Background: an optimization exercise with open tools, aiming at small area and a short achievable clock period. Do not read the settings as production practice.
No functional check of the RTL was part of this run.
Power is estimated from default activity; no workload was simulated.

[design/flow/config.mk]
export PLATFORM = sky130hd
export DESIGN_NAME = piped_wallace_mult
export DESIGN_NICKNAME = piped_wallace_mult
export VERILOG_FILES = /design/flow/design.v
export SDC_FILE = /design/flow/constraint.sdc
export NUM_CORES = 4
export LEC_CHECK = 0
export ABC_CLOCK_PERIOD_IN_PS = 1500
export CAP_MARGIN = 20
export CORE_MARGIN = 2
export CORE_UTILIZATION = 40
export SETUP_SLACK_MARGIN = 1.0
export SLEW_MARGIN = 20
[design/flow/constraint.sdc]
create_clock -name core_clock -period 2.8 [get_ports {clock}]
set_input_delay 0.5600 -clock core_clock [delete_from_list [all_inputs] [get_ports {clock}]]
set_output_delay 0.5600 -clock core_clock [all_outputs]
set_load 0.01 [all_outputs]
[design/flow/design.v]
module piped_wallace_mult(
    input wire clock, reset,
    input wire [15:0] x, y,
    output reg [31:0] prod
);
    reg [40:0] r1;
    reg [114:0] r2;
    reg [62:0] r3;
    reg v1, v2, v3;
    wire p1 = ((r1[0] & r1[16])) ^ r1[18];
    wire p2 = ((r1[1] & r1[16]) | (r1[0] & r1[17])) ^ r1[18];
    wire p3 = ((r1[2] & r1[16]) | (r1[1] & r1[17])) ^ r1[18];
    wire p4 = ((r1[3] & r1[16]) | (r1[2] & r1[17])) ^ r1[18];
    wire p5 = ((r1[4] & r1[16]) | (r1[3] & r1[17])) ^ r1[18];
    wire p6 = ((r1[5] & r1[16]) | (r1[4] & r1[17])) ^ r1[18];
    wire p7 = ((r1[6] & r1[16]) | (r1[5] & r1[17])) ^ r1[18];
    wire p8 = ((r1[7] & r1[16]) | (r1[6] & r1[17])) ^ r1[18];
    wire p9 = ((r1[8] & r1[16]) | (r1[7] & r1[17])) ^ r1[18];
    wire p10 = ((r1[9] & r1[16]) | (r1[8] & r1[17])) ^ r1[18];
    wire p11 = ((r1[10] & r1[16]) | (r1[9] & r1[17])) ^ r1[18];
    wire p12 = ((r1[11] & r1[16]) | (r1[10] & r1[17])) ^ r1[18];
    wire p13 = ((r1[12] & r1[16]) | (r1[11] & r1[17])) ^ r1[18];
    wire p14 = ((r1[13] & r1[16]) | (r1[12] & r1[17])) ^ r1[18];
    wire p15 = ((r1[14] & r1[16]) | (r1[13] & r1[17])) ^ r1[18];
    wire p16 = ((r1[15] & r1[16]) | (r1[14] & r1[17])) ^ r1[18];
    wire p17 = ((r1[15] & r1[17])) ^ r1[18];
    wire p18 = ~r1[18];
    wire p19 = ((r1[0] & r1[19])) ^ r1[21];
    wire p20 = ((r1[1] & r1[19]) | (r1[0] & r1[20])) ^ r1[21];
    wire p21 = ((r1[2] & r1[19]) | (r1[1] & r1[20])) ^ r1[21];
    wire p22 = ((r1[3] & r1[19]) | (r1[2] & r1[20])) ^ r1[21];
    wire p23 = ((r1[4] & r1[19]) | (r1[3] & r1[20])) ^ r1[21];
    wire p24 = ((r1[5] & r1[19]) | (r1[4] & r1[20])) ^ r1[21];
    wire p25 = ((r1[6] & r1[19]) | (r1[5] & r1[20])) ^ r1[21];
    wire p26 = ((r1[7] & r1[19]) | (r1[6] & r1[20])) ^ r1[21];
    wire p27 = ((r1[8] & r1[19]) | (r1[7] & r1[20])) ^ r1[21];
    wire p28 = ((r1[9] & r1[19]) | (r1[8] & r1[20])) ^ r1[21];
    wire p29 = ((r1[10] & r1[19]) | (r1[9] & r1[20])) ^ r1[21];
    wire p30 = ((r1[11] & r1[19]) | (r1[10] & r1[20])) ^ r1[21];
    wire p31 = ((r1[12] & r1[19]) | (r1[11] & r1[20])) ^ r1[21];
    wire p32 = ((r1[13] & r1[19]) | (r1[12] & r1[20])) ^ r1[21];
    wire p33 = ((r1[14] & r1[19]) | (r1[13] & r1[20])) ^ r1[21];
    wire p34 = ((r1[15] & r1[19]) | (r1[14] & r1[20])) ^ r1[21];
    wire p35 = ((r1[15] & r1[20])) ^ r1[21];
    wire p36 = ~r1[21];
    wire p37 = ((r1[0] & r1[22])) ^ r1[24];
    wire p38 = ((r1[1] & r1[22]) | (r1[0] & r1[23])) ^ r1[24];
    wire p39 = ((r1[2] & r1[22]) | (r1[1] & r1[23])) ^ r1[24];
    wire p40 = ((r1[3] & r1[22]) | (r1[2] & r1[23])) ^ r1[24];
    wire p41 = ((r1[4] & r1[22]) | (r1[3] & r1[23])) ^ r1[24];
    wire p42 = ((r1[5] & r1[22]) | (r1[4] & r1[23])) ^ r1[24];
    wire p43 = ((r1[6] & r1[22]) | (r1[5] & r1[23])) ^ r1[24];
    wire p44 = ((r1[7] & r1[22]) | (r1[6] & r1[23])) ^ r1[24];
    wire p45 = ((r1[8] & r1[22]) | (r1[7] & r1[23])) ^ r1[24];
    wire p46 = ((r1[9] & r1[22]) | (r1[8] & r1[23])) ^ r1[24];
    wire p47 = ((r1[10] & r1[22]) | (r1[9] & r1[23])) ^ r1[24];
    wire p48 = ((r1[11] & r1[22]) | (r1[10] & r1[23])) ^ r1[24];
    wire p49 = ((r1[12] & r1[22]) | (r1[11] & r1[23])) ^ r1[24];
    wire p50 = ((r1[13] & r1[22]) | (r1[12] & r1[23])) ^ r1[24];
    wire p51 = ((r1[14] & r1[22]) | (r1[13] & r1[23])) ^ r1[24];
    wire p52 = ((r1[15] & r1[22]) | (r1[14] & r1[23])) ^ r1[24];
    wire p53 = ((r1[15] & r1[23])) ^ r1[24];
    wire p54 = ~r1[24];
    wire p55 = ((r1[0] & r1[25])) ^ r1[27];
    wire p56 = ((r1[1] & r1[25]) | (r1[0] & r1[26])) ^ r1[27];
    wire p57 = ((r1[2] & r1[25]) | (r1[1] & r1[26])) ^ r1[27];
    wire p58 = ((r1[3] & r1[25]) | (r1[2] & r1[26])) ^ r1[27];
    wire p59 = ((r1[4] & r1[25]) | (r1[3] & r1[26])) ^ r1[27];
    wire p60 = ((r1[5] & r1[25]) | (r1[4] & r1[26])) ^ r1[27];
    wire p61 = ((r1[6] & r1[25]) | (r1[5] & r1[26])) ^ r1[27];
    wire p62 = ((r1[7] & r1[25]) | (r1[6] & r1[26])) ^ r1[27];
    wire p63 = ((r1[8] & r1[25]) | (r1[7] & r1[26])) ^ r1[27];
    wire p64 = ((r1[9] & r1[25]) | (r1[8] & r1[26])) ^ r1[27];
    wire p65 = ((r1[10] & r1[25]) | (r1[9] & r1[26])) ^ r1[27];
    wire p66 = ((r1[11] & r1[25]) | (r1[10] & r1[26])) ^ r1[27];
    wire p67 = ((r1[12] & r1[25]) | (r1[11] & r1[26])) ^ r1[27];
    wire p68 = ((r1[13] & r1[25]) | (r1[12] & r1[26])) ^ r1[27];
    wire p69 = ((r1[14] & r1[25]) | (r1[13] & r1[26])) ^ r1[27];
    wire p70 = ((r1[15] & r1[25]) | (r1[14] & r1[26])) ^ r1[27];
    wire p71 = ((r1[15] & r1[26])) ^ r1[27];
    wire p72 = ~r1[27];
    wire p73 = ((r1[0] & r1[28])) ^ r1[30];
    wire p74 = ((r1[1] & r1[28]) | (r1[0] & r1[29])) ^ r1[30];
    wire p75 = ((r1[2] & r1[28]) | (r1[1] & r1[29])) ^ r1[30];
    wire p76 = ((r1[3] & r1[28]) | (r1[2] & r1[29])) ^ r1[30];
    wire p77 = ((r1[4] & r1[28]) | (r1[3] & r1[29])) ^ r1[30];
    wire p78 = ((r1[5] & r1[28]) | (r1[4] & r1[29])) ^ r1[30];
    wire p79 = ((r1[6] & r1[28]) | (r1[5] & r1[29])) ^ r1[30];
    wire p80 = ((r1[7] & r1[28]) | (r1[6] & r1[29])) ^ r1[30];
    wire p81 = ((r1[8] & r1[28]) | (r1[7] & r1[29])) ^ r1[30];
    wire p82 = ((r1[9] & r1[28]) | (r1[8] & r1[29])) ^ r1[30];
    wire p83 = ((r1[10] & r1[28]) | (r1[9] & r1[29])) ^ r1[30];
    wire p84 = ((r1[11] & r1[28]) | (r1[10] & r1[29])) ^ r1[30];
    wire p85 = ((r1[12] & r1[28]) | (r1[11] & r1[29])) ^ r1[30];
    wire p86 = ((r1[13] & r1[28]) | (r1[12] & r1[29])) ^ r1[30];
    wire p87 = ((r1[14] & r1[28]) | (r1[13] & r1[29])) ^ r1[30];
    wire p88 = ((r1[15] & r1[28]) | (r1[14] & r1[29])) ^ r1[30];
    wire p89 = ((r1[15] & r1[29])) ^ r1[30];
    wire p90 = ~r1[30];
    wire p91 = ((r1[0] & r1[31])) ^ r1[33];
    wire p92 = ((r1[1] & r1[31]) | (r1[0] & r1[32])) ^ r1[33];
    wire p93 = ((r1[2] & r1[31]) | (r1[1] & r1[32])) ^ r1[33];
    wire p94 = ((r1[3] & r1[31]) | (r1[2] & r1[32])) ^ r1[33];
    wire p95 = ((r1[4] & r1[31]) | (r1[3] & r1[32])) ^ r1[33];
    wire p96 = ((r1[5] & r1[31]) | (r1[4] & r1[32])) ^ r1[33];
    wire p97 = ((r1[6] & r1[31]) | (r1[5] & r1[32])) ^ r1[33];
    wire p98 = ((r1[7] & r1[31]) | (r1[6] & r1[32])) ^ r1[33];
    wire p99 = ((r1[8] & r1[31]) | (r1[7] & r1[32])) ^ r1[33];
    wire p100 = ((r1[9] & r1[31]) | (r1[8] & r1[32])) ^ r1[33];
    wire p101 = ((r1[10] & r1[31]) | (r1[9] & r1[32])) ^ r1[33];
    wire p102 = ((r1[11] & r1[31]) | (r1[10] & r1[32])) ^ r1[33];
    wire p103 = ((r1[12] & r1[31]) | (r1[11] & r1[32])) ^ r1[33];
    wire p104 = ((r1[13] & r1[31]) | (r1[12] & r1[32])) ^ r1[33];
    wire p105 = ((r1[14] & r1[31]) | (r1[13] & r1[32])) ^ r1[33];
    wire p106 = ((r1[15] & r1[31]) | (r1[14] & r1[32])) ^ r1[33];
    wire p107 = ((r1[15] & r1[32])) ^ r1[33];
    wire p108 = ~r1[33];
    wire p109 = ((r1[0] & r1[34])) ^ r1[36];
    wire p110 = ((r1[1] & r1[34]) | (r1[0] & r1[35])) ^ r1[36];
    wire p111 = ((r1[2] & r1[34]) | (r1[1] & r1[35])) ^ r1[36];
    wire p112 = ((r1[3] & r1[34]) | (r1[2] & r1[35])) ^ r1[36];
    wire p113 = ((r1[4] & r1[34]) | (r1[3] & r1[35])) ^ r1[36];
    wire p114 = ((r1[5] & r1[34]) | (r1[4] & r1[35])) ^ r1[36];
    wire p115 = ((r1[6] & r1[34]) | (r1[5] & r1[35])) ^ r1[36];
    wire p116 = ((r1[7] & r1[34]) | (r1[6] & r1[35])) ^ r1[36];
    wire p117 = ((r1[8] & r1[34]) | (r1[7] & r1[35])) ^ r1[36];
    wire p118 = ((r1[9] & r1[34]) | (r1[8] & r1[35])) ^ r1[36];
    wire p119 = ((r1[10] & r1[34]) | (r1[9] & r1[35])) ^ r1[36];
    wire p120 = ((r1[11] & r1[34]) | (r1[10] & r1[35])) ^ r1[36];
    wire p121 = ((r1[12] & r1[34]) | (r1[11] & r1[35])) ^ r1[36];
    wire p122 = ((r1[13] & r1[34]) | (r1[12] & r1[35])) ^ r1[36];
    wire p123 = ((r1[14] & r1[34]) | (r1[13] & r1[35])) ^ r1[36];
    wire p124 = ((r1[15] & r1[34]) | (r1[14] & r1[35])) ^ r1[36];
    wire p125 = ((r1[15] & r1[35])) ^ r1[36];
    wire p126 = ~r1[36];
    wire p127 = ((r1[0] & r1[37])) ^ r1[39];
    wire p128 = ((r1[1] & r1[37]) | (r1[0] & r1[38])) ^ r1[39];
    wire p129 = ((r1[2] & r1[37]) | (r1[1] & r1[38])) ^ r1[39];
    wire p130 = ((r1[3] & r1[37]) | (r1[2] & r1[38])) ^ r1[39];
    wire p131 = ((r1[4] & r1[37]) | (r1[3] & r1[38])) ^ r1[39];
    wire p132 = ((r1[5] & r1[37]) | (r1[4] & r1[38])) ^ r1[39];
    wire p133 = ((r1[6] & r1[37]) | (r1[5] & r1[38])) ^ r1[39];
    wire p134 = ((r1[7] & r1[37]) | (r1[6] & r1[38])) ^ r1[39];
    wire p135 = ((r1[8] & r1[37]) | (r1[7] & r1[38])) ^ r1[39];
    wire p136 = ((r1[9] & r1[37]) | (r1[8] & r1[38])) ^ r1[39];
    wire p137 = ((r1[10] & r1[37]) | (r1[9] & r1[38])) ^ r1[39];
    wire p138 = ((r1[11] & r1[37]) | (r1[10] & r1[38])) ^ r1[39];
    wire p139 = ((r1[12] & r1[37]) | (r1[11] & r1[38])) ^ r1[39];
    wire p140 = ((r1[13] & r1[37]) | (r1[12] & r1[38])) ^ r1[39];
    wire p141 = ((r1[14] & r1[37]) | (r1[13] & r1[38])) ^ r1[39];
    wire p142 = ((r1[15] & r1[37]) | (r1[14] & r1[38])) ^ r1[39];
    wire p143 = ((r1[15] & r1[38])) ^ r1[39];
    wire p144 = ~r1[39];
    wire p145 = r1[0] & r1[40];
    wire p146 = r1[1] & r1[40];
    wire p147 = r1[2] & r1[40];
    wire p148 = r1[3] & r1[40];
    wire p149 = r1[4] & r1[40];
    wire p150 = r1[5] & r1[40];
    wire p151 = r1[6] & r1[40];
    wire p152 = r1[7] & r1[40];
    wire p153 = r1[8] & r1[40];
    wire p154 = r1[9] & r1[40];
    wire p155 = r1[10] & r1[40];
    wire p156 = r1[11] & r1[40];
    wire p157 = r1[12] & r1[40];
    wire p158 = r1[13] & r1[40];
    wire p159 = r1[14] & r1[40];
    wire p160 = r1[15] & r1[40];
    wire s161 = r1[33] ^ p11;
    wire c162 = r1[33] & p11;
    wire s163 = p12 ^ p28;
    wire c164 = p12 & p28;
    wire s165 = r1[36] ^ p13 ^ p29;
    wire c166 = (r1[36] & p13) | (r1[36] & p29) | (p13 & p29);
    wire s167 = p45 ^ p61;
    wire c168 = p45 & p61;
    wire s169 = p14 ^ p30 ^ p46;
    wire c170 = (p14 & p30) | (p14 & p46) | (p30 & p46);
    wire s171 = p62 ^ p78;
    wire c172 = p62 & p78;
    wire s173 = r1[39] ^ p15 ^ p31;
    wire c174 = (r1[39] & p15) | (r1[39] & p31) | (p15 & p31);
    wire s175 = p47 ^ p63 ^ p79;
    wire c176 = (p47 & p63) | (p47 & p79) | (p63 & p79);
    wire s177 = p95 ^ p111;
    wire c178 = p95 & p111;
    wire s179 = p16 ^ p32 ^ p48;
    wire c180 = (p16 & p32) | (p16 & p48) | (p32 & p48);
    wire s181 = p64 ^ p80 ^ p96;
    wire c182 = (p64 & p80) | (p64 & p96) | (p80 & p96);
    wire s183 = p112 ^ p128;
    wire c184 = p112 & p128;
    wire s185 = p17 ^ p33 ^ p49;
    wire c186 = (p17 & p33) | (p17 & p49) | (p33 & p49);
    wire s187 = p65 ^ p81 ^ p97;
    wire c188 = (p65 & p81) | (p65 & p97) | (p81 & p97);
    wire s189 = p113 ^ p129 ^ p145;
    wire c190 = (p113 & p129) | (p113 & p145) | (p129 & p145);
    wire s191 = r1[18] ^ p34 ^ p50;
    wire c192 = (r1[18] & p34) | (r1[18] & p50) | (p34 & p50);
    wire s193 = p66 ^ p82 ^ p98;
    wire c194 = (p66 & p82) | (p66 & p98) | (p82 & p98);
    wire s195 = p114 ^ p130 ^ p146;
    wire c196 = (p114 & p130) | (p114 & p146) | (p130 & p146);
    wire s197 = r1[18] ^ p35 ^ p51;
    wire c198 = (r1[18] & p35) | (r1[18] & p51) | (p35 & p51);
    wire s199 = p67 ^ p83 ^ p99;
    wire c200 = (p67 & p83) | (p67 & p99) | (p83 & p99);
    wire s201 = p115 ^ p131 ^ p147;
    wire c202 = (p115 & p131) | (p115 & p147) | (p131 & p147);
    wire s203 = p18 ^ p36 ^ p52;
    wire c204 = (p18 & p36) | (p18 & p52) | (p36 & p52);
    wire s205 = p68 ^ p84 ^ p100;
    wire c206 = (p68 & p84) | (p68 & p100) | (p84 & p100);
    wire s207 = p116 ^ p132 ^ p148;
    wire c208 = (p116 & p132) | (p116 & p148) | (p132 & p148);
    wire s209 = 1'b1 ^ p53 ^ p69;
    wire c210 = (1'b1 & p53) | (1'b1 & p69) | (p53 & p69);
    wire s211 = p85 ^ p101 ^ p117;
    wire c212 = (p85 & p101) | (p85 & p117) | (p101 & p117);
    wire s213 = p133 ^ p149;
    wire c214 = p133 & p149;
    wire s215 = p54 ^ p70 ^ p86;
    wire c216 = (p54 & p70) | (p54 & p86) | (p70 & p86);
    wire s217 = p102 ^ p118 ^ p134;
    wire c218 = (p102 & p118) | (p102 & p134) | (p118 & p134);
    wire s219 = 1'b1 ^ p71 ^ p87;
    wire c220 = (1'b1 & p71) | (1'b1 & p87) | (p71 & p87);
    wire s221 = p103 ^ p119;
    wire c222 = p103 & p119;
    wire s223 = p72 ^ p88 ^ p104;
    wire c224 = (p72 & p88) | (p72 & p104) | (p88 & p104);
    wire s225 = 1'b1 ^ p89;
    wire c226 = 1'b1 & p89;
    wire s227 = r1[27] ^ p7;
    wire c228 = r1[27] & p7;
    wire s229 = p8 ^ p24;
    wire c230 = p8 & p24;
    wire s231 = r1[30] ^ p9 ^ p25;
    wire c232 = (r1[30] & p9) | (r1[30] & p25) | (p9 & p25);
    wire s233 = p41 ^ p57;
    wire c234 = p41 & p57;
    wire s235 = p10 ^ p26 ^ p42;
    wire c236 = (p10 & p26) | (p10 & p42) | (p26 & p42);
    wire s237 = p58 ^ p74;
    wire c238 = p58 & p74;
    wire s239 = p27 ^ p43 ^ p59;
    wire c240 = (p27 & p43) | (p27 & p59) | (p43 & p59);
    wire s241 = p75 ^ p91 ^ s161;
    wire c242 = (p75 & p91) | (p75 & s161) | (p91 & s161);
    wire s243 = p44 ^ p60 ^ p76;
    wire c244 = (p44 & p60) | (p44 & p76) | (p60 & p76);
    wire s245 = p92 ^ c162 ^ s163;
    wire c246 = (p92 & c162) | (p92 & s163) | (c162 & s163);
    wire s247 = p77 ^ p93 ^ p109;
    wire c248 = (p77 & p93) | (p77 & p109) | (p93 & p109);
    wire s249 = c164 ^ s167 ^ s165;
    wire c250 = (c164 & s167) | (c164 & s165) | (s167 & s165);
    wire s251 = p94 ^ p110 ^ c168;
    wire c252 = (p94 & p110) | (p94 & c168) | (p110 & c168);
    wire s253 = s171 ^ c166 ^ s169;
    wire c254 = (s171 & c166) | (s171 & s169) | (c166 & s169);
    wire s255 = p127 ^ c172 ^ s177;
    wire c256 = (p127 & c172) | (p127 & s177) | (c172 & s177);
    wire s257 = c170 ^ s173 ^ s175;
    wire c258 = (c170 & s173) | (c170 & s175) | (s173 & s175);
    wire s259 = c178 ^ s183 ^ c174;
    wire c260 = (c178 & s183) | (c178 & c174) | (s183 & c174);
    wire s261 = c176 ^ s179 ^ s181;
    wire c262 = (c176 & s179) | (c176 & s181) | (s179 & s181);
    wire s263 = c184 ^ c180 ^ c182;
    wire c264 = (c184 & c180) | (c184 & c182) | (c180 & c182);
    wire s265 = s185 ^ s187 ^ s189;
    wire c266 = (s185 & s187) | (s185 & s189) | (s187 & s189);
    wire s267 = c186 ^ c188 ^ c190;
    wire c268 = (c186 & c188) | (c186 & c190) | (c188 & c190);
    wire s269 = s191 ^ s193 ^ s195;
    wire c270 = (s191 & s193) | (s191 & s195) | (s193 & s195);
    wire s271 = c192 ^ c194 ^ c196;
    wire c272 = (c192 & c194) | (c192 & c196) | (c194 & c196);
    wire s273 = s197 ^ s199 ^ s201;
    wire c274 = (s197 & s199) | (s197 & s201) | (s199 & s201);
    wire s275 = c198 ^ c200 ^ c202;
    wire c276 = (c198 & c200) | (c198 & c202) | (c200 & c202);
    wire s277 = s203 ^ s205 ^ s207;
    wire c278 = (s203 & s205) | (s203 & s207) | (s205 & s207);
    wire s279 = s213 ^ c204 ^ c206;
    wire c280 = (s213 & c204) | (s213 & c206) | (c204 & c206);
    wire s281 = c208 ^ s209 ^ s211;
    wire c282 = (c208 & s209) | (c208 & s211) | (s209 & s211);
    wire s283 = p150 ^ c214 ^ c210;
    wire c284 = (p150 & c214) | (p150 & c210) | (c214 & c210);
    wire s285 = c212 ^ s215 ^ s217;
    wire c286 = (c212 & s215) | (c212 & s217) | (s215 & s217);
    wire s287 = p135 ^ p151 ^ s221;
    wire c288 = (p135 & p151) | (p135 & s221) | (p151 & s221);
    wire s289 = c216 ^ c218 ^ s219;
    wire c290 = (c216 & c218) | (c216 & s219) | (c218 & s219);
    wire s291 = p120 ^ p136 ^ p152;
    wire c292 = (p120 & p136) | (p120 & p152) | (p136 & p152);
    wire s293 = c222 ^ c220 ^ s223;
    wire c294 = (c222 & c220) | (c222 & s223) | (c220 & s223);
    wire s295 = p105 ^ p121 ^ p137;
    wire c296 = (p105 & p121) | (p105 & p137) | (p121 & p137);
    wire s297 = p153 ^ s225 ^ c224;
    wire c298 = (p153 & s225) | (p153 & c224) | (s225 & c224);
    wire s299 = p90 ^ p106 ^ p122;
    wire c300 = (p90 & p106) | (p90 & p122) | (p106 & p122);
    wire s301 = p138 ^ p154 ^ c226;
    wire c302 = (p138 & p154) | (p138 & c226) | (p154 & c226);
    wire s303 = 1'b1 ^ p107 ^ p123;
    wire c304 = (1'b1 & p107) | (1'b1 & p123) | (p107 & p123);
    wire s305 = p139 ^ p155;
    wire c306 = p139 & p155;
    wire s307 = p108 ^ p124 ^ p140;
    wire c308 = (p108 & p124) | (p108 & p140) | (p124 & p140);
    wire s309 = 1'b1 ^ p125;
    wire c310 = 1'b1 & p125;
    wire s311 = r2[8] ^ r2[9];
    wire c312 = r2[8] & r2[9];
    wire s313 = r2[12] ^ r2[13];
    wire c314 = r2[12] & r2[13];
    wire s315 = r2[15] ^ r2[16] ^ r2[17];
    wire c316 = (r2[15] & r2[16]) | (r2[15] & r2[17]) | (r2[16] & r2[17]);
    wire s317 = r2[19] ^ r2[20] ^ r2[21];
    wire c318 = (r2[19] & r2[20]) | (r2[19] & r2[21]) | (r2[20] & r2[21]);
    wire s319 = r2[23] ^ r2[24] ^ r2[25];
    wire c320 = (r2[23] & r2[24]) | (r2[23] & r2[25]) | (r2[24] & r2[25]);
    wire s321 = r2[27] ^ r2[28] ^ r2[29];
    wire c322 = (r2[27] & r2[28]) | (r2[27] & r2[29]) | (r2[28] & r2[29]);
    wire s323 = r2[31] ^ r2[32] ^ r2[33];
    wire c324 = (r2[31] & r2[32]) | (r2[31] & r2[33]) | (r2[32] & r2[33]);
    wire s325 = r2[35] ^ r2[36] ^ r2[37];
    wire c326 = (r2[35] & r2[36]) | (r2[35] & r2[37]) | (r2[36] & r2[37]);
    wire s327 = r2[39] ^ r2[40] ^ r2[41];
    wire c328 = (r2[39] & r2[40]) | (r2[39] & r2[41]) | (r2[40] & r2[41]);
    wire s329 = r2[43] ^ r2[44] ^ r2[45];
    wire c330 = (r2[43] & r2[44]) | (r2[43] & r2[45]) | (r2[44] & r2[45]);
    wire s331 = r2[47] ^ r2[48] ^ r2[49];
    wire c332 = (r2[47] & r2[48]) | (r2[47] & r2[49]) | (r2[48] & r2[49]);
    wire s333 = r2[51] ^ r2[52] ^ r2[53];
    wire c334 = (r2[51] & r2[52]) | (r2[51] & r2[53]) | (r2[52] & r2[53]);
    wire s335 = r2[55] ^ r2[56] ^ r2[57];
    wire c336 = (r2[55] & r2[56]) | (r2[55] & r2[57]) | (r2[56] & r2[57]);
    wire s337 = r2[59] ^ r2[60] ^ r2[61];
    wire c338 = (r2[59] & r2[60]) | (r2[59] & r2[61]) | (r2[60] & r2[61]);
    wire s339 = r2[63] ^ r2[64] ^ r2[65];
    wire c340 = (r2[63] & r2[64]) | (r2[63] & r2[65]) | (r2[64] & r2[65]);
    wire s341 = r2[67] ^ r2[68] ^ r2[69];
    wire c342 = (r2[67] & r2[68]) | (r2[67] & r2[69]) | (r2[68] & r2[69]);
    wire s343 = r2[71] ^ r2[72] ^ r2[73];
    wire c344 = (r2[71] & r2[72]) | (r2[71] & r2[73]) | (r2[72] & r2[73]);
    wire s345 = r2[75] ^ r2[76] ^ r2[77];
    wire c346 = (r2[75] & r2[76]) | (r2[75] & r2[77]) | (r2[76] & r2[77]);
    wire s347 = r2[79] ^ r2[80] ^ r2[81];
    wire c348 = (r2[79] & r2[80]) | (r2[79] & r2[81]) | (r2[80] & r2[81]);
    wire s349 = r2[83] ^ r2[84] ^ r2[85];
    wire c350 = (r2[83] & r2[84]) | (r2[83] & r2[85]) | (r2[84] & r2[85]);
    wire s351 = r2[87] ^ r2[88] ^ r2[89];
    wire c352 = (r2[87] & r2[88]) | (r2[87] & r2[89]) | (r2[88] & r2[89]);
    wire s353 = r2[91] ^ r2[92] ^ r2[93];
    wire c354 = (r2[91] & r2[92]) | (r2[91] & r2[93]) | (r2[92] & r2[93]);
    wire s355 = r2[95] ^ r2[96] ^ r2[97];
    wire c356 = (r2[95] & r2[96]) | (r2[95] & r2[97]) | (r2[96] & r2[97]);
    wire s357 = r2[99] ^ r2[100] ^ r2[101];
    wire c358 = (r2[99] & r2[100]) | (r2[99] & r2[101]) | (r2[100] & r2[101]);
    wire s359 = r2[103] ^ r2[104] ^ r2[105];
    wire c360 = (r2[103] & r2[104]) | (r2[103] & r2[105]) | (r2[104] & r2[105]);
    wire s361 = r2[107] ^ r2[108] ^ r2[109];
    wire c362 = (r2[107] & r2[108]) | (r2[107] & r2[109]) | (r2[108] & r2[109]);
    wire s363 = 1'b1 ^ r2[111];
    wire c364 = 1'b1 & r2[111];
    wire s365 = r2[3] ^ r2[4];
    wire c366 = r2[3] & r2[4];
    wire s367 = r2[6] ^ r2[7];
    wire c368 = r2[6] & r2[7];
    wire s369 = r2[10] ^ r2[11] ^ s311;
    wire c370 = (r2[10] & r2[11]) | (r2[10] & s311) | (r2[11] & s311);
    wire s371 = r2[14] ^ c312 ^ s313;
    wire c372 = (r2[14] & c312) | (r2[14] & s313) | (c312 & s313);
    wire s373 = r2[18] ^ c314 ^ s315;
    wire c374 = (r2[18] & c314) | (r2[18] & s315) | (c314 & s315);
    wire s375 = r2[22] ^ c316 ^ s317;
    wire c376 = (r2[22] & c316) | (r2[22] & s317) | (c316 & s317);
    wire s377 = r2[26] ^ c318 ^ s319;
    wire c378 = (r2[26] & c318) | (r2[26] & s319) | (c318 & s319);
    wire s379 = r2[30] ^ c320 ^ s321;
    wire c380 = (r2[30] & c320) | (r2[30] & s321) | (c320 & s321);
    wire s381 = r2[34] ^ c322 ^ s323;
    wire c382 = (r2[34] & c322) | (r2[34] & s323) | (c322 & s323);
    wire s383 = r2[38] ^ c324 ^ s325;
    wire c384 = (r2[38] & c324) | (r2[38] & s325) | (c324 & s325);
    wire s385 = r2[42] ^ c326 ^ s327;
    wire c386 = (r2[42] & c326) | (r2[42] & s327) | (c326 & s327);
    wire s387 = r2[46] ^ c328 ^ s329;
    wire c388 = (r2[46] & c328) | (r2[46] & s329) | (c328 & s329);
    wire s389 = r2[50] ^ c330 ^ s331;
    wire c390 = (r2[50] & c330) | (r2[50] & s331) | (c330 & s331);
    wire s391 = r2[54] ^ c332 ^ s333;
    wire c392 = (r2[54] & c332) | (r2[54] & s333) | (c332 & s333);
    wire s393 = r2[58] ^ c334 ^ s335;
    wire c394 = (r2[58] & c334) | (r2[58] & s335) | (c334 & s335);
    wire s395 = r2[62] ^ c336 ^ s337;
    wire c396 = (r2[62] & c336) | (r2[62] & s337) | (c336 & s337);
    wire s397 = r2[66] ^ c338 ^ s339;
    wire c398 = (r2[66] & c338) | (r2[66] & s339) | (c338 & s339);
    wire s399 = r2[70] ^ c340 ^ s341;
    wire c400 = (r2[70] & c340) | (r2[70] & s341) | (c340 & s341);
    wire s401 = r2[74] ^ c342 ^ s343;
    wire c402 = (r2[74] & c342) | (r2[74] & s343) | (c342 & s343);
    wire s403 = r2[78] ^ c344 ^ s345;
    wire c404 = (r2[78] & c344) | (r2[78] & s345) | (c344 & s345);
    wire s405 = r2[82] ^ c346 ^ s347;
    wire c406 = (r2[82] & c346) | (r2[82] & s347) | (c346 & s347);
    wire s407 = r2[86] ^ c348 ^ s349;
    wire c408 = (r2[86] & c348) | (r2[86] & s349) | (c348 & s349);
    wire s409 = r2[90] ^ c350 ^ s351;
    wire c410 = (r2[90] & c350) | (r2[90] & s351) | (c350 & s351);
    wire s411 = r2[94] ^ c352 ^ s353;
    wire c412 = (r2[94] & c352) | (r2[94] & s353) | (c352 & s353);
    wire s413 = r2[98] ^ c354 ^ s355;
    wire c414 = (r2[98] & c354) | (r2[98] & s355) | (c354 & s355);
    wire s415 = r2[102] ^ c356 ^ s357;
    wire c416 = (r2[102] & c356) | (r2[102] & s357) | (c356 & s357);
    wire s417 = r2[106] ^ c358 ^ s359;
    wire c418 = (r2[106] & c358) | (r2[106] & s359) | (c358 & s359);
    wire s419 = r2[110] ^ c360 ^ s361;
    wire c420 = (r2[110] & c360) | (r2[110] & s361) | (c360 & s361);
    wire s421 = r2[112] ^ s363 ^ c362;
    wire c422 = (r2[112] & s363) | (r2[112] & c362) | (s363 & c362);
    wire s423 = r2[113] ^ r2[114] ^ c364;
    wire c424 = (r2[113] & r2[114]) | (r2[113] & c364) | (r2[114] & c364);
    wire g425 = r2[0] & r2[1];
    wire q426 = r2[0] ^ r2[1];
    wire g427 = r3[3] & r3[4];
    wire q428 = r3[3] ^ r3[4];
    wire g429 = r3[5] & r3[6];
    wire q430 = r3[5] ^ r3[6];
    wire g431 = r3[7] & r3[8];
    wire q432 = r3[7] ^ r3[8];
    wire g433 = r3[9] & r3[10];
    wire q434 = r3[9] ^ r3[10];
    wire g435 = r3[11] & r3[12];
    wire q436 = r3[11] ^ r3[12];
    wire g437 = r3[13] & r3[14];
    wire q438 = r3[13] ^ r3[14];
    wire g439 = r3[15] & r3[16];
    wire q440 = r3[15] ^ r3[16];
    wire g441 = r3[17] & r3[18];
    wire q442 = r3[17] ^ r3[18];
    wire g443 = r3[19] & r3[20];
    wire q444 = r3[19] ^ r3[20];
    wire g445 = r3[21] & r3[22];
    wire q446 = r3[21] ^ r3[22];
    wire g447 = r3[23] & r3[24];
    wire q448 = r3[23] ^ r3[24];
    wire g449 = r3[25] & r3[26];
    wire q450 = r3[25] ^ r3[26];
    wire g451 = r3[27] & r3[28];
    wire q452 = r3[27] ^ r3[28];
    wire g453 = r3[29] & r3[30];
    wire q454 = r3[29] ^ r3[30];
    wire g455 = r3[31] & r3[32];
    wire q456 = r3[31] ^ r3[32];
    wire g457 = r3[33] & r3[34];
    wire q458 = r3[33] ^ r3[34];
    wire g459 = r3[35] & r3[36];
    wire q460 = r3[35] ^ r3[36];
    wire g461 = r3[37] & r3[38];
    wire q462 = r3[37] ^ r3[38];
    wire g463 = r3[39] & r3[40];
    wire q464 = r3[39] ^ r3[40];
    wire g465 = r3[41] & r3[42];
    wire q466 = r3[41] ^ r3[42];
    wire g467 = r3[43] & r3[44];
    wire q468 = r3[43] ^ r3[44];
    wire g469 = r3[45] & r3[46];
    wire q470 = r3[45] ^ r3[46];
    wire g471 = r3[47] & r3[48];
    wire q472 = r3[47] ^ r3[48];
    wire g473 = r3[49] & r3[50];
    wire q474 = r3[49] ^ r3[50];
    wire g475 = r3[51] & r3[52];
    wire q476 = r3[51] ^ r3[52];
    wire g477 = r3[53] & r3[54];
    wire q478 = r3[53] ^ r3[54];
    wire g479 = r3[55] & r3[56];
    wire q480 = r3[55] ^ r3[56];
    wire g481 = r3[57] & r3[58];
    wire q482 = r3[57] ^ r3[58];
    wire g483 = r3[59] & r3[60];
    wire q484 = r3[59] ^ r3[60];
    wire g485 = r3[61] & r3[62];
    wire q486 = r3[61] ^ r3[62];
    wire t487 = r3[2] & r3[1];
    wire u488 = q428 & r3[2];
    wire t489 = g429 | (q430 & g427);
    wire u490 = q430 & q428;
    wire t491 = g431 | (q432 & g429);
    wire u492 = q432 & q430;
    wire t493 = g433 | (q434 & g431);
    wire u494 = q434 & q432;
    wire t495 = g435 | (q436 & g433);
    wire u496 = q436 & q434;
    wire t497 = g437 | (q438 & g435);
    wire u498 = q438 & q436;
    wire t499 = g439 | (q440 & g437);
    wire u500 = q440 & q438;
    wire t501 = g441 | (q442 & g439);
    wire u502 = q442 & q440;
    wire t503 = g443 | (q444 & g441);
    wire u504 = q444 & q442;
    wire t505 = g445 | (q446 & g443);
    wire u506 = q446 & q444;
    wire t507 = g447 | (q448 & g445);
    wire u508 = q448 & q446;
    wire t509 = g449 | (q450 & g447);
    wire u510 = q450 & q448;
    wire t511 = g451 | (q452 & g449);
    wire u512 = q452 & q450;
    wire t513 = g453 | (q454 & g451);
    wire u514 = q454 & q452;
    wire t515 = g455 | (q456 & g453);
    wire u516 = q456 & q454;
    wire t517 = g457 | (q458 & g455);
    wire u518 = q458 & q456;
    wire t519 = g459 | (q460 & g457);
    wire u520 = q460 & q458;
    wire t521 = g461 | (q462 & g459);
    wire u522 = q462 & q460;
    wire t523 = g463 | (q464 & g461);
    wire u524 = q464 & q462;
    wire t525 = g465 | (q466 & g463);
    wire u526 = q466 & q464;
    wire t527 = g467 | (q468 & g465);
    wire u528 = q468 & q466;
    wire t529 = g469 | (q470 & g467);
    wire u530 = q470 & q468;
    wire t531 = g471 | (q472 & g469);
    wire u532 = q472 & q470;
    wire t533 = g473 | (q474 & g471);
    wire u534 = q474 & q472;
    wire t535 = g475 | (q476 & g473);
    wire u536 = q476 & q474;
    wire t537 = g477 | (q478 & g475);
    wire u538 = q478 & q476;
    wire t539 = g479 | (q480 & g477);
    wire u540 = q480 & q478;
    wire t541 = g481 | (q482 & g479);
    wire u542 = q482 & q480;
    wire t543 = g483 | (q484 & g481);
    wire u544 = q484 & q482;
    wire t545 = g485 | (q486 & g483);
    wire u546 = q486 & q484;
    wire t547 = g427 | (u488 & r3[1]);
    wire t548 = t489 | (u490 & t487);
    wire t549 = t491 | (u492 & g427);
    wire u550 = u492 & u488;
    wire t551 = t493 | (u494 & t489);
    wire u552 = u494 & u490;
    wire t553 = t495 | (u496 & t491);
    wire u554 = u496 & u492;
    wire t555 = t497 | (u498 & t493);
    wire u556 = u498 & u494;
    wire t557 = t499 | (u500 & t495);
    wire u558 = u500 & u496;
    wire t559 = t501 | (u502 & t497);
    wire u560 = u502 & u498;
    wire t561 = t503 | (u504 & t499);
    wire u562 = u504 & u500;
    wire t563 = t505 | (u506 & t501);
    wire u564 = u506 & u502;
    wire t565 = t507 | (u508 & t503);
    wire u566 = u508 & u504;
    wire t567 = t509 | (u510 & t505);
    wire u568 = u510 & u506;
    wire t569 = t511 | (u512 & t507);
    wire u570 = u512 & u508;
    wire t571 = t513 | (u514 & t509);
    wire u572 = u514 & u510;
    wire t573 = t515 | (u516 & t511);
    wire u574 = u516 & u512;
    wire t575 = t517 | (u518 & t513);
    wire u576 = u518 & u514;
    wire t577 = t519 | (u520 & t515);
    wire u578 = u520 & u516;
    wire t579 = t521 | (u522 & t517);
    wire u580 = u522 & u518;
    wire t581 = t523 | (u524 & t519);
    wire u582 = u524 & u520;
    wire t583 = t525 | (u526 & t521);
    wire u584 = u526 & u522;
    wire t585 = t527 | (u528 & t523);
    wire u586 = u528 & u524;
    wire t587 = t529 | (u530 & t525);
    wire u588 = u530 & u526;
    wire t589 = t531 | (u532 & t527);
    wire u590 = u532 & u528;
    wire t591 = t533 | (u534 & t529);
    wire u592 = u534 & u530;
    wire t593 = t535 | (u536 & t531);
    wire u594 = u536 & u532;
    wire t595 = t537 | (u538 & t533);
    wire u596 = u538 & u534;
    wire t597 = t539 | (u540 & t535);
    wire u598 = u540 & u536;
    wire t599 = t541 | (u542 & t537);
    wire u600 = u542 & u538;
    wire t601 = t543 | (u544 & t539);
    wire u602 = u544 & u540;
    wire t603 = t545 | (u546 & t541);
    wire u604 = u546 & u542;
    wire t605 = t549 | (u550 & r3[1]);
    wire t606 = t551 | (u552 & t487);
    wire t607 = t553 | (u554 & t547);
    wire t608 = t555 | (u556 & t548);
    wire t609 = t557 | (u558 & t549);
    wire u610 = u558 & u550;
    wire t611 = t559 | (u560 & t551);
    wire u612 = u560 & u552;
    wire t613 = t561 | (u562 & t553);
    wire u614 = u562 & u554;
    wire t615 = t563 | (u564 & t555);
    wire u616 = u564 & u556;
    wire t617 = t565 | (u566 & t557);
    wire u618 = u566 & u558;
    wire t619 = t567 | (u568 & t559);
    wire u620 = u568 & u560;
    wire t621 = t569 | (u570 & t561);
    wire u622 = u570 & u562;
    wire t623 = t571 | (u572 & t563);
    wire u624 = u572 & u564;
    wire t625 = t573 | (u574 & t565);
    wire u626 = u574 & u566;
    wire t627 = t575 | (u576 & t567);
    wire u628 = u576 & u568;
    wire t629 = t577 | (u578 & t569);
    wire u630 = u578 & u570;
    wire t631 = t579 | (u580 & t571);
    wire u632 = u580 & u572;
    wire t633 = t581 | (u582 & t573);
    wire u634 = u582 & u574;
    wire t635 = t583 | (u584 & t575);
    wire u636 = u584 & u576;
    wire t637 = t585 | (u586 & t577);
    wire u638 = u586 & u578;
    wire t639 = t587 | (u588 & t579);
    wire u640 = u588 & u580;
    wire t641 = t589 | (u590 & t581);
    wire u642 = u590 & u582;
    wire t643 = t591 | (u592 & t583);
    wire u644 = u592 & u584;
    wire t645 = t593 | (u594 & t585);
    wire u646 = u594 & u586;
    wire t647 = t595 | (u596 & t587);
    wire u648 = u596 & u588;
    wire t649 = t597 | (u598 & t589);
    wire u650 = u598 & u590;
    wire t651 = t599 | (u600 & t591);
    wire u652 = u600 & u592;
    wire t653 = t601 | (u602 & t593);
    wire u654 = u602 & u594;
    wire t655 = t603 | (u604 & t595);
    wire u656 = u604 & u596;
    wire t657 = t609 | (u610 & r3[1]);
    wire t658 = t611 | (u612 & t487);
    wire t659 = t613 | (u614 & t547);
    wire t660 = t615 | (u616 & t548);
    wire t661 = t617 | (u618 & t605);
    wire t662 = t619 | (u620 & t606);
    wire t663 = t621 | (u622 & t607);
    wire t664 = t623 | (u624 & t608);
    wire t665 = t625 | (u626 & t609);
    wire u666 = u626 & u610;
    wire t667 = t627 | (u628 & t611);
    wire u668 = u628 & u612;
    wire t669 = t629 | (u630 & t613);
    wire u670 = u630 & u614;
    wire t671 = t631 | (u632 & t615);
    wire u672 = u632 & u616;
    wire t673 = t633 | (u634 & t617);
    wire u674 = u634 & u618;
    wire t675 = t635 | (u636 & t619);
    wire u676 = u636 & u620;
    wire t677 = t637 | (u638 & t621);
    wire u678 = u638 & u622;
    wire t679 = t639 | (u640 & t623);
    wire u680 = u640 & u624;
    wire t681 = t641 | (u642 & t625);
    wire u682 = u642 & u626;
    wire t683 = t643 | (u644 & t627);
    wire u684 = u644 & u628;
    wire t685 = t645 | (u646 & t629);
    wire u686 = u646 & u630;
    wire t687 = t647 | (u648 & t631);
    wire u688 = u648 & u632;
    wire t689 = t649 | (u650 & t633);
    wire u690 = u650 & u634;
    wire t691 = t651 | (u652 & t635);
    wire u692 = u652 & u636;
    wire t693 = t653 | (u654 & t637);
    wire u694 = u654 & u638;
    wire t695 = t655 | (u656 & t639);
    wire u696 = u656 & u640;
    wire t697 = t665 | (u666 & r3[1]);
    wire t698 = t667 | (u668 & t487);
    wire t699 = t669 | (u670 & t547);
    wire t700 = t671 | (u672 & t548);
    wire t701 = t673 | (u674 & t605);
    wire t702 = t675 | (u676 & t606);
    wire t703 = t677 | (u678 & t607);
    wire t704 = t679 | (u680 & t608);
    wire t705 = t681 | (u682 & t657);
    wire t706 = t683 | (u684 & t658);
    wire t707 = t685 | (u686 & t659);
    wire t708 = t687 | (u688 & t660);
    wire t709 = t689 | (u690 & t661);
    wire t710 = t691 | (u692 & t662);
    wire t711 = t693 | (u694 & t663);
    wire t712 = t695 | (u696 & t664);
    wire z713 = r3[2] ^ r3[1];
    wire z714 = q428 ^ t487;
    wire z715 = q430 ^ t547;
    wire z716 = q432 ^ t548;
    wire z717 = q434 ^ t605;
    wire z718 = q436 ^ t606;
    wire z719 = q438 ^ t607;
    wire z720 = q440 ^ t608;
    wire z721 = q442 ^ t657;
    wire z722 = q444 ^ t658;
    wire z723 = q446 ^ t659;
    wire z724 = q448 ^ t660;
    wire z725 = q450 ^ t661;
    wire z726 = q452 ^ t662;
    wire z727 = q454 ^ t663;
    wire z728 = q456 ^ t664;
    wire z729 = q458 ^ t697;
    wire z730 = q460 ^ t698;
    wire z731 = q462 ^ t699;
    wire z732 = q464 ^ t700;
    wire z733 = q466 ^ t701;
    wire z734 = q468 ^ t702;
    wire z735 = q470 ^ t703;
    wire z736 = q472 ^ t704;
    wire z737 = q474 ^ t705;
    wire z738 = q476 ^ t706;
    wire z739 = q478 ^ t707;
    wire z740 = q480 ^ t708;
    wire z741 = q482 ^ t709;
    wire z742 = q484 ^ t710;
    wire z743 = q486 ^ t711;
    wire [31:0] result = {z743, z742, z741, z740, z739, z738, z737, z736, z735, z734, z733, z732, z731, z730, z729, z728, z727, z726, z725, z724, z723, z722, z721, z720, z719, z718, z717, z716, z715, z714, z713, r3[0]};
    always @(posedge clock) begin
        r1 <= {(1'b0 ^ y[15]), y[15], ((y[15] & ~y[14] & ~y[13]) | (~y[15] & y[14] & y[13])), (y[14] ^ y[13]), y[13], ((y[13] & ~y[12] & ~y[11]) | (~y[13] & y[12] & y[11])), (y[12] ^ y[11]), y[11], ((y[11] & ~y[10] & ~y[9]) | (~y[11] & y[10] & y[9])), (y[10] ^ y[9]), y[9], ((y[9] & ~y[8] & ~y[7]) | (~y[9] & y[8] & y[7])), (y[8] ^ y[7]), y[7], ((y[7] & ~y[6] & ~y[5]) | (~y[7] & y[6] & y[5])), (y[6] ^ y[5]), y[5], ((y[5] & ~y[4] & ~y[3]) | (~y[5] & y[4] & y[3])), (y[4] ^ y[3]), y[3], ((y[3] & ~y[2] & ~y[1]) | (~y[3] & y[2] & y[1])), (y[2] ^ y[1]), y[1], ((y[1] & ~y[0] & ~1'b0) | (~y[1] & y[0] & 1'b0)), (y[0] ^ 1'b0), x[15], x[14], x[13], x[12], x[11], x[10], x[9], x[8], x[7], x[6], x[5], x[4], x[3], x[2], x[1], x[0]};
        r2 <= {p160, p144, p159, p143, p158, p142, p126, c310, p157, p141, s309, c308, p156, s307, c306, c304, s305, s303, c302, c300, s301, s299, c298, c296, s297, s295, c294, c292, s293, s291, c290, c288, s289, s287, c286, c284, s285, s283, c282, c280, s281, s279, c278, c276, s277, s275, c274, c272, s273, s271, c270, c268, s269, s267, c266, c264, s265, s263, c262, c260, s261, s259, c258, c256, s257, s255, c254, c252, s253, s251, c250, c248, s249, s247, c246, c244, s245, s243, c242, c240, s241, s239, c238, c236, s237, s235, c234, c232, p73, s233, s231, c230, p56, p40, s229, c228, p55, p39, p23, s227, p38, p22, p6, p37, p21, p5, r1[24], p20, p4, p19, p3, r1[21], p2, p1, r1[18]};
        r3 <= {s423, c422, s421, c420, s419, c418, s417, c416, s415, c414, s413, c412, s411, c410, s409, c408, s407, c406, s405, c404, s403, c402, s401, c400, s399, c398, s397, c396, s395, c394, s393, c392, s391, c390, s389, c388, s387, c386, s385, c384, s383, c382, s381, c380, s379, c378, s377, c376, s375, c374, s373, c372, s371, c370, s369, c368, s367, c366, r2[5], s365, r2[2], g425, q426};
    end
    always @(posedge clock or posedge reset)
        if (reset) begin
            v1 <= 1'b0; v2 <= 1'b0; v3 <= 1'b0; prod <= 32'd0;
        end else begin
            v1 <= 1'b1; v2 <= v1; v3 <= v2;
            prod <= v3 ? result : 32'd0;
        end
endmodule
[design/flow/run.sh]
#!/bin/bash
# synth_recipe.tcl (not shown) runs the flow's synth.tcl, then flattens the netlist and writes it again
# the make line also repeats each setting of config.mk as NAME=value (left out here)
make -C /OpenROAD-flow-scripts/flow DESIGN_CONFIG=/design/flow/config.mk WORK_HOME=/design/flow/orfs CLKGATE_MAP_FILE= SYNTH_SCRIPT=/design/flow/synth_recipe.tcl finish
==> key figures <==
GRT
  – Number of global-route vias before repair: 8768
  – Remaining Overflow, GRT: 0
  – Total Routing Usage GR: 18.08%
  – Global-route wire length before repair: 47550 µm
  – Maximum number of pins on one net before global-route repair: 36
  – Number of antenna violations at the first check in global routing: 1

STA
  – Hold Violations, Final: 0
  – Shortest clock period the worst path allows after layout: 2.200 ns
  – Setup violators final: 0
  – Max Slew Vio Count: 0
  – Final TNS setup: 0 ns
  – Unrepaired setup endpoints after global routing: yes
  – Final worst slack: 0.5999 ns
  – Max Clk Rate: 454.5 MHz
  – Final hold slack: 0.3342 ns
  – Clock Skew: 0.007822 ns
  – Final clock period utilization by the worst path: 78.57%

Placement
  – Number of buffers added on ports: 65
  – Pre-CTS setup slack: 0.4028 ns
  – Detailed-placement wirelength estimate: 21000 µm
  – Last weighted congestion value of the routability-driven placer: 0.8732

Worst setup path
  – CP Launch Type: flip-flop
  – Setup slack, reg-to-reg: 0.60 ns
  – Data required time of the worst path: 3.22 ns
  – Origin of the critical flop-to-flop path: r3[26]
  – Maximum net fanout on the critical path: 6
  – Endpoint arrival time on the critical path: 2.62 ns
  – CP endpoint kind: flip-flop
  – Critical path destination: prod[24]
  – Capture point of the worst reg-to-reg path: prod[24]
  – Worst R2R Path Depth: 8
  – Path type of the worst setup path: flip-flop to flip-flop
  – Critical path launch point: r3[26]

Clock network
  – Source-to-sink clock delay at the later pin of the worst-skew pair: 0.54 ns
  – Number of levels in the clock H-tree: 1
  – CTS root buf: clkbuf_16
  – CTS Buf Count: 27
  – Clock-pin slew of the registers on the worst-case setup and hold paths: 0.06 ns
  – Post-CTS Hold Fix Bufs: 0
  – CTS Sinks: 253
  – CTS Buffer Depth: 3
  – TritonCTS clock tree: built

Logic synthesis
  – Syn nets: 1309
  – Prevailing post-synth register cell: dfxtp_1
  – Most used standard cell by instance count after synthesis: dfxtp_1
  – Post-synthesis instance area: 0.01254 mm²
  – Ranking of synthesized cells by area: dfxtp_1 35%, fa_1 17%, xnor2_1 8.7%
  – Gate Count Post-Synth: 1116
  – Synth top area share: 34.79%
  – Portion of the post-synthesis area used by sequential elements: 41.77%
  – Distinct cells, synth: 57
  – Largest area contributor in the synthesized netlist: dfxtp_1
  – Number of flops mapped to enable cells by yosys: 0
  – Count of state elements after synthesis: 253
  – Average footprint of a synthesized cell: 11.24 µm²
  – Synth top cells by count: 218 x dfxtp_1, 125 x xnor2_1, 121 x a22oi_1
  – Number of warnings printed during yosys synthesis: 1
  – Post-synthesis async set-or-reset flop share: 13.83%

Run
  – Max-capacitance violation count: 0

Layout
  – Layout area overhead: 30.22%
  – Number of nets in the layout: 1415
  – Final antenna diode count: 0
  – Share of final-layout standard cells stronger than drive strength 1: 30.73%

Routing
  – Post-route DRC violation count: 0
  – Total via count in the routed design: 8350
  – Router iterations before antenna repair: 5
  – Per-cell via count in the routed design: 5.095
  – DRT antenna net count: 0
  – Wire length per cell: 18.22 µm
  – Detailed-route wire length: 29860 µm
  – DRT iter0 DRCs: 523

Floorplanning
  – Die Outline Area: 0.03279 mm²
  – Die Wd: 181.1 µm
  – CORE AREA: 0.03075 mm²
  – Top Ports: 66
  – Chip height: 181.1 µm
  – Effective utilization at floorplan: 40.80%
  – Number of core rows: 64

Power
  – Leakage power summed over all cells: 6.632 nW
  – Total power divided by cell area: 1075 mW/mm²
  – Worst ir drop on vdd: 0.4693 mV

Hold path
  – Type of the most critical hold path: flip-flop to flip-flop

Run status
  – Result of the run: no timing/DRC/antenna violations
cell usage in the layout (no fill, tap or decap), drive strengths merged, types with 4 or more instances in the layout:
master / instances
nand2b: 17
clkbuf: 36
ha: 51
o21a: 7
nand3b: 8
inv: 62
a22oi: 122
xnor2: 125
clkinv: 8
xor2: 35
fa: 108
nand3: 4
o21ai: 21
and3: 9
o211ai: 5
buf: 101
dfrtp: 35
nor2: 26
a21oi: 26
dlygate4sd2: 32
or3: 4
clkdlybuf4s50: 33
mux2i: 10
dfxtp: 218
nor3: 11
and2: 13
a211oi: 7
a31oi: 6
a21o: 7
clkinvlp: 4
nand2: 52
critical path, stage by stage, from the launching register on:
cell,delay [ns]
dfxtp_1,0.30
ha_2,0.41
and3_1,0.28
nand3_1,0.17
or2_1,0.33
o211ai_2,0.25
buf_4,0.16
a21oi_4,0.05
mux2i_1,0.12
state kept, by name (all words and copies together), names as in the netlist:
| name | cells |
|---|---|
| v3 | 1 |
| r3 | 63 |
| prod | 32 |
| v2 | 1 |
| v1 | 1 |
| r2 | 115 |
| r1 | 40 |
layer usage:
metal,wire length [µm],GRT usage (%)
met1,13810,25.26
met2,13400,28.75
met3,1746,2.882
met4,909,5.919
met5,0,0
layout make-up:
type | instances | area [µm²]
well taps | 396 | 495.5
repair buffers | 168 | 1649
multi-input cells | 711 | 7659
clock inverters | 16 | 185.2
fillers | 2642 | 14410
inverters | 61 | 232.7
flip-flops and latches | 253 | 5361
clock buffers | 34 | 753.2
how the worst min path moves through the flow:
stage	start	endpoint	slack [ns]	cells after the start
2_1_floorplan	r2[2]	r3[2]	0.31	0
3_3_place_gp	r2[5]	r3[4]	0.32	0
3_5_place_dp	r2[5]	r3[4]	0.33	0
4_1_cts	r2[5]	r3[4]	0.34	0
5_1_grt	r2[5]	r3[4]	0.34	0
6_report	r2[5]	r3[4]	0.33	0
repair_timing:
action,4_1_cts,5_1_grt
setup endpoints to repair,121,77
gates resized for setup,222,76
pin swaps,83,58
setup buffers,38,18
gates cloned,0,2
through the flow:
stage	cells	util (%)	cell area [µm²]	power, mW
6_report	1639	53.13	16340	17.56
5_1_grt	1639	53.13	16340	18.92
4_1_cts	1619	51.30	15770	16.90
3_5_place_dp	1531	45.41	13960	12.56
3_3_place_gp	1531	45.41	13960	12.47
2_1_floorplan	1116	-	13360	10.58
kinds of logic after synthesis:
| kind of cell | Yosys count | share of synthesized area, % |
|---|---|---|
| AND/OR/NAND/NOR | 155 | 6.174 |
| other | 1 | 0.02989 |
| buffers and inverters | 152 | 4.548 |
| multiplexers | 10 | 0.7980 |
| flip-flops | 253 | 41.77 |
| XOR/XNOR | 160 | 11.17 |
| AO/OA/AOI/OAI | 226 | 13.19 |
| adder cells (fa/ha/maj) | 159 | 22.32 |
power by group:
group	switching (mW)	leakage (nW)	internal, mW
Combinational	4.37	3.88	4.01
Clock	1.47	0.454	2.20
Sequential	0.686	2.30	4.83
Total	6.52	6.63	11.0

[separate check: timing with driven ports]
How much do the figures lean on ideal ports? The routed layout below was timed once more, with nothing changed but the port constraints. Step 1 (the two cells are an assumption about what drives the block):
set clk [get_ports {clock}]
set_driving_cell -lib_cell sky130_fd_sc_hd__clkbuf_16 $clk
set_driving_cell -lib_cell sky130_fd_sc_hd__buf_2 [delete_from_list [all_inputs] $clk]
Step 2 moves the port delays by t, midway between the first and last clock arrival at a register: inputs arrive t later, outputs are due t later. That takes back most of the time a late clock gives input paths. a / b / c = ideal / step 1 / step 2; a / b = the first two.
t (ns): 0.586
setup WS [ns]: 0.600 / 0.600 / 0.600
worst setup path at the end: register to register
cell pins on the clock port's net: 1
After both steps this run still meets setup and hold. The setup slack of this run moves by 0.000 ns with the drivers and by 0.000 ns with both steps.
